This design comes from an exercise in tuning for small area on the open sky130 flow, not from production work.
Function was checked by simulation only, so behaviour that the tests miss may differ from the original.
The clock port is modelled as an ideal driver, which makes a skipped or thinned clock tree look cheaper than it is; a real chip needs a root buffer or a tree.
Power is estimated from default activity; no workload was simulated.

==> flow/design.v <==
`timescale 1ns / 1ps
module uart (
    input        clk,
    input        reset,
    input        br_tick,
    input        ph2,
    output       tx,
    output [7:0] rx_data,
    output       rx_done,
    input        rx
);
    localparam R_IDLE = 8'h14, R_START = 8'h78;
    reg [7:0] p;
    reg [7:0] rd;
    wire [3:0] pb = p[7:4];
    wire r_wait = (pb == 4'd1);            
    assign rx_done = r_wait & ~p[2];
    assign rx_data = rd;
    always @(posedge clk, posedge reset) begin
        if (reset) p <= R_IDLE;
        else if (r_wait) p <= rx ? R_IDLE : R_START;
        else if (br_tick) p <= p + 8'd1;
    end
    always @(posedge clk) begin
        if (br_tick & pb[3] & (p[3:0] == 4'hf)) rd <= {rx, rd[7:1]};
    end
    localparam T_IDLE = 8'h11, T_START = 8'h70;
    reg [7:0] q;
    reg [7:0] td;
    reg       z;
    wire [3:0] qb = q[7:4];
    wire t_idle = (qb == 4'd1) & q[0];
    wire t_load = t_idle & rx_done;
    always @(posedge clk, posedge reset) begin
        if (reset) q <= T_IDLE;
        else if (t_idle) begin
            if (rx_done) q <= T_START;
        end else if (br_tick) q <= q + 8'd1;
    end
    always @(posedge clk) begin
        if (t_load) begin
            td <= rd;
            z  <= ~rx;
        end
    end
    assign tx = (qb == 4'd7) ? (ph2 & (q[3:0] == 4'd0)) : qb[3] ? (td[qb[2:0]] & ~z) : 1'b1;
endmodule
`timescale 1ns / 1ps
module top_counter_up_down (
    input        clk,
    input        reset,
    output [3:0] fndCom,
    output [7:0] fndFont,
    output       tx,
    input        rx
);
    wire        br_tick, scan_tick, ph2;
    wire [7:0]  rx_data;
    wire        rx_done;
    wire        en, clear_cmd, mode;
    wire [15:0] bcd;
    tick_gen U_TickGen (
        .clk      (clk),
        .reset    (reset),
        .br_tick  (br_tick),
        .scan_tick(scan_tick),
        .ph2      (ph2)
    );
    uart U_uart (
        .clk    (clk),
        .reset  (reset),
        .br_tick(br_tick),
        .ph2    (ph2),
        .tx     (tx),
        .rx_data(rx_data),
        .rx_done(rx_done),
        .rx     (rx)
    );
    control_unit U_ControlUnit (
        .clk    (clk),
        .reset  (reset),
        .rx_data(rx_data),
        .rx_done(rx_done),
        .en       (en),
        .clear_cmd(clear_cmd),
        .mode     (mode)
    );
    counter_bcd U_Counter (
        .clk  (clk),
        .reset(reset),
        .en       (en),
        .clear_cmd(clear_cmd),
        .mode     (mode),
        .bcd  (bcd)
    );
    fndController U_FndController (
        .clk      (clk),
        .reset    (reset),
        .scan_tick(scan_tick),
        .bcd      (bcd),
        .fndCom   (fndCom),
        .fndFont  (fndFont)
    );
endmodule
module control_unit (
    input            clk,
    input            reset,
    input      [7:0] rx_data,
    input            rx_done,
    output reg       en,
    output           clear_cmd,
    output reg       mode
);
    wire hi   = (rx_data[7:6] == 2'b01);
    wire is_r = hi && (rx_data[4:0] == 5'b10010);
    wire is_c = hi && (rx_data[4:0] == 5'b00011);
    wire is_m = hi && (rx_data[4:0] == 5'b01101);
    assign clear_cmd = rx_done & is_c & ~en;
    always @(posedge clk, posedge reset) begin
        if (reset) begin
            en   <= 1'b0;
            mode <= 1'b0;
        end else begin
            if (rx_done && is_m) mode <= ~mode;
            if (rx_done && is_r) en <= ~en;
        end
    end
endmodule
module counter_bcd (
    input             clk,
    input             reset,
    input             en,
    input             clear_cmd,
    input             mode,
    output reg [15:0] bcd
);
    reg [4:0] div;
    wire tick  = &div;
    wire clear = (div == 5'd0);
    always @(posedge clk, posedge reset) begin
        if (reset) begin
            div <= 5'd6;
        end else if (clear) begin
            div <= 5'd6;
        end else if (clear_cmd) begin
            div <= 5'd0;
        end else if (en) begin
            div <= (div + 5'd1) | {2'b00, {3{tick}}};
        end
    end
    wire step = en & tick;
    wire [3:0] t0, t1, t2, t3;
    wire c1, c2, c3, c4;
    bcd_digit_t U_D0 (.d(bcd[3:0]),   .dn(mode), .ci(step), .t(t0), .co(c1));
    bcd_digit_t U_D1 (.d(bcd[7:4]),   .dn(mode), .ci(c1),   .t(t1), .co(c2));
    bcd_digit_t U_D2 (.d(bcd[11:8]),  .dn(mode), .ci(c2),   .t(t2), .co(c3));
    bcd_digit_t U_D3 (.d(bcd[15:12]), .dn(mode), .ci(c3),   .t(t3), .co(c4));
    always @(posedge clk, posedge reset) begin
        if (reset) begin
            bcd <= 16'd0;
        end else if (clear) begin
            bcd <= 16'd0;
        end else begin
            bcd <= bcd ^ {t3, t2, t1, t0};
        end
    end
endmodule
module bcd_digit_t (
    input  [3:0] d,
    input        dn,
    input        ci,
    output [3:0] t,
    output       co
);
    wire [2:0] e = d[2:0] ^ {3{dn}};
    wire term = dn ? ~(d[3] | d[2] | d[1] | d[0]) : (d[3] & d[0]);
    assign co   = ci & term;
    assign t[0] = ci;
    assign t[1] = ci & e[0] & ~term;
    assign t[2] = ci & e[0] & e[1] & ~term;
    assign t[3] = ci & ((e[0] & e[1] & e[2]) | term);
endmodule
`timescale 1ns / 1ps
module tick_gen (
    input  clk,
    input  reset,
    output br_tick,
    output scan_tick,
    output ph2
);
    reg [3:0] c;
    always @(posedge clk, posedge reset) begin
        if (reset) c <= 4'd15;
        else if (c == 4'd9) c <= 4'd0;
        else if (c == 4'd15) c <= 4'd1;
        else c <= c + 4'd1;
    end
    assign scan_tick = (c == 4'd0);
    assign br_tick   = (c == 4'd0) | (c == 4'd5);
    assign ph2       = (c == 4'd2) | (c == 4'd7);
endmodule
module fndController (
    input         clk,
    input         reset,
    input         scan_tick,
    input  [15:0] bcd,
    output [ 3:0] fndCom,
    output [ 7:0] fndFont
);
    reg [1:0] sel;
    always @(posedge clk, posedge reset) begin
        if (reset) sel <= 2'd0;
        else if (scan_tick) sel <= sel + 2'd1;
    end
    wire [3:0] on = 4'b0001 << sel;
    assign fndCom = ~on;
    wire [3:0] dig = ({4{on[0]}} & bcd[3:0]) | ({4{on[1]}} & bcd[7:4]) |
                     ({4{on[2]}} & bcd[11:8]) | ({4{on[3]}} & bcd[15:12]);
    wire w = dig[3], x = dig[2], y = dig[1], z = dig[0];
    wire a_off = (~w & ~x & ~y & z) | (x & ~y & ~z);
    wire b_off = x & (y ^ z);
    wire c_off = ~x & y & ~z;
    wire d_off = a_off | (x & y & z);
    wire e_off = z | (x & ~y);
    wire f_off = (y & z) | (~w & ~x & (y | z));
    wire g_off = (~w & ~x & ~y) | (x & y & z);
    wire ones_lt5 = ~bcd[3] & ~(bcd[2] & (bcd[1] | bcd[0]));
    wire dp = ~((sel == 2'd1) & ones_lt5);
    assign fndFont = {dp, g_off, f_off, e_off, d_off, c_off, b_off, a_off};
endmodule
clock: 90.0 ns
lec_check: 0
abc_area: 1
cap_margin: 20
core_margin: 2
core_utilization: 70
slew_margin: 20
standard.sh (not shown) runs the stock make flow with config.mk's settings and CLKGATE_MAP_FILE= SYNTH_SCRIPT=/design/flow/synth_recipe.tcl, a recipe that flattens the netlist after the stock synthesis.
==> flow/flow/run.sh <==
#!/bin/bash
# Own layout flow: the standard synthesis, then the combinational logic is
# re-mapped for area with a stronger ABC script (flip-flops kept as they are,
# checked by name, type and a combinational equivalence proof), then the standard flow's
# standard layout steps with smaller port buffers and no CTS dummy loads.
set -uo pipefail
W=$(pwd)
F=$W/flow
R=$W/orfs/results/$FLOW_PLATFORM/top_counter_up_down/base
LIB=$FLOW_HOME/platforms/$FLOW_PLATFORM/lib/sky130_fd_sc_hd__tt_025C_1v80.lib
DU=$(sed -n '/DONT_USE_CELLS +=/,/^#/p' $FLOW_HOME/platforms/$FLOW_PLATFORM/config.mk | tr -d '\\' | tr ' ' '\n' | grep '^sky130' | sed 's/^/-dont_use /' | tr '\n' ' ')

bash standard.sh synth > log_std_synth.txt 2>&1 || exit 1
cp $R/1_2_yosys.v $W/std_1_2_yosys.v

remap() { # in out abc_script
  cat > $2.ys <<EOC
read_liberty -ignore_miss_func $LIB
blackbox sky130_fd_sc_hd__df* sky130_fd_sc_hd__edf* sky130_fd_sc_hd__sdf* sky130_fd_sc_hd__dl*
read_verilog $1
hierarchy -top $FLOW_TOP
flatten
rename -hide w:_*
opt -purge
abc -script $3 -liberty $LIB $DU -D 90000
opt_clean -purge
hilomap -singleton -hicell sky130_fd_sc_hd__conb_1 HI -locell sky130_fd_sc_hd__conb_1 LO
tee -q -o $2.stat stat -liberty $LIB
select $FLOW_TOP
write_verilog -selected -noattr -noexpr -nohex -nodec $2
EOC
  yosys -q $2.ys > $2.log 2>&1
}

ffs() { grep -oE 'sky130_fd_sc_hd__(df|edf|sdf|dl)[a-z0-9_]*\s+\S+' $1 | awk '{print $1, $2}' | sort; }

check() { # candidate netlist: same flip-flops, combinationally equivalent
  ffs $W/std_1_2_yosys.v > $1.ffs_std
  ffs $1 > $1.ffs
  cmp -s $1.ffs_std $1.ffs || return 1
  python3 $F/cutff.py $W/std_1_2_yosys.v $1.gold_cut.v || return 1
  python3 $F/cutff.py $1 $1.gate_cut.v || return 1
  cat > $1.eq.ys <<EOC
read_liberty -ignore_miss_func $LIB
read_verilog $1.gold_cut.v
rename $FLOW_TOP gold
read_verilog $1.gate_cut.v
rename $FLOW_TOP gate
miter -equiv -flatten -make_assert gold gate m
hierarchy -top m
sat -verify -prove-asserts m
EOC
  yosys -q $1.eq.ys > $1.eq.log 2>&1
}

BEST=$W/std_1_2_yosys.v
if remap $W/std_1_2_yosys.v $W/remap1.v $F/remap1.abc && check $W/remap1.v; then
  BEST=$W/remap1.v
  if remap $W/remap1.v $W/remap2.v $F/remap2.abc && check $W/remap2.v; then
    a1=$(grep -oE "Chip area for module[^:]*: [0-9.]+" $W/remap1.v.stat | awk '{print $NF}')
    a2=$(grep -oE "Chip area for module[^:]*: [0-9.]+" $W/remap2.v.stat | awk '{print $NF}')
    if python3 -c "import sys; sys.exit(0 if float('$a2') < float('$a1') else 1)"; then BEST=$W/remap2.v; fi
  fi
fi
echo "netlist used: $BEST" > log_remap_choice.txt
if [[ $BEST != $W/std_1_2_yosys.v ]]; then
  cp $BEST $R/1_2_yosys.v
  rm -f $R/1_synth.odb $R/1_synth.sdc
fi

export BUFFER_PORTS_ARGS="-buffer_cell sky130_fd_sc_hd__buf_1"
export CTS_ARGS="-sink_clustering_enable -repair_clock_nets -dont_use_dummy_load"
bash standard.sh cts > log_std_cts.txt 2>&1 || exit 1

# Clock distribution: NCLUST buffers fed by the clock port, each driving one
# cluster of flip-flops; kept only if the estimated clock-pin slew is low.
cp $R/4_cts.odb $W/4_cts_orfs.odb
PLATFORM_DIR=$FLOW_HOME/platforms/$FLOW_PLATFORM IN_ODB=$R/4_cts.odb IN_SDC=$R/4_cts.sdc \
  OUT_ODB=$W/4_cts_recluster.odb NCLUST=${NCLUST:-3} LEAF_CELL=${LEAF_CELL:-sky130_fd_sc_hd__clkbuf_16} \
  openroad -no_init -exit $F/recluster.tcl > log_recluster.txt 2>&1
slew=$(grep -oE "RECLUSTER: worst clock pin slew [0-9.e-]+" log_recluster.txt | awk '{print $NF}')
if [[ -f $W/4_cts_recluster.odb && -n "$slew" ]] && python3 -c "import sys; sys.exit(0 if float('$slew') < 0.105 else 1)"; then
  cp $W/4_cts_recluster.odb $R/4_cts.odb
  echo "recluster used, slew $slew" >> log_remap_choice.txt
else
  echo "recluster not used ($slew)" >> log_remap_choice.txt
fi

bash standard.sh finish > log_std_finish.txt 2>&1
Other scripts of this flow, unchanged in this note and not shown: flow/flow/cutff.py, flow/flow/recluster.tcl, flow/flow/remap1.abc, flow/flow/remap2.abc
The first run ran to the end with no violations.
Edit:
- CAP_MARGIN: 20 -> 0
- CORE_UTILIZATION: 70 -> 75
- GPL_TIMING_DRIVEN: unset -> 0
- SLEW_MARGIN: 20 -> 0
Synthesized area stays the same. Combinational power falls by a few percent. Global-route usage came out higher by 4.9 points. Maximum frequency fell slightly. Final area fell slightly. Utilization increases by 6.2 points.
No run of this note takes its clock network from TritonCTS; it comes from the design's own scripts or RTL.

==> port drivers added, routing unchanged <==
How much do the figures lean on ideal ports? The routed layouts below were timed once more, with nothing changed but the port constraints.
Step 1, drivers: a clkbuf_16 drives clk and a buf_2 each remaining input, both assumed.
Step 2 times the ports against the registers' clock, not the clock port: input delays grow and output delays shrink by t, the midpoint of the rising clock arrivals with the driver on.
Slacks: no drivers / after step 1 / after step 2; pairs: no drivers / after step 1.
| run | shift t [ns] | setup slack, ns | hold WS [ns] | worst setup path at the end | cell pins on the clock port's net |
|---|---|---|---|---|---|
| the first run | 0.200 | 69.773 / 69.716 / 69.916 | 0.476 / 0.476 / 0.476 | register to output | 3 |
| the second run | 0.206 | 69.611 / 69.549 / 69.755 | 0.474 / 0.474 / 0.474 | register to output | 3 |
After both steps setup and hold are still met in every run listed.
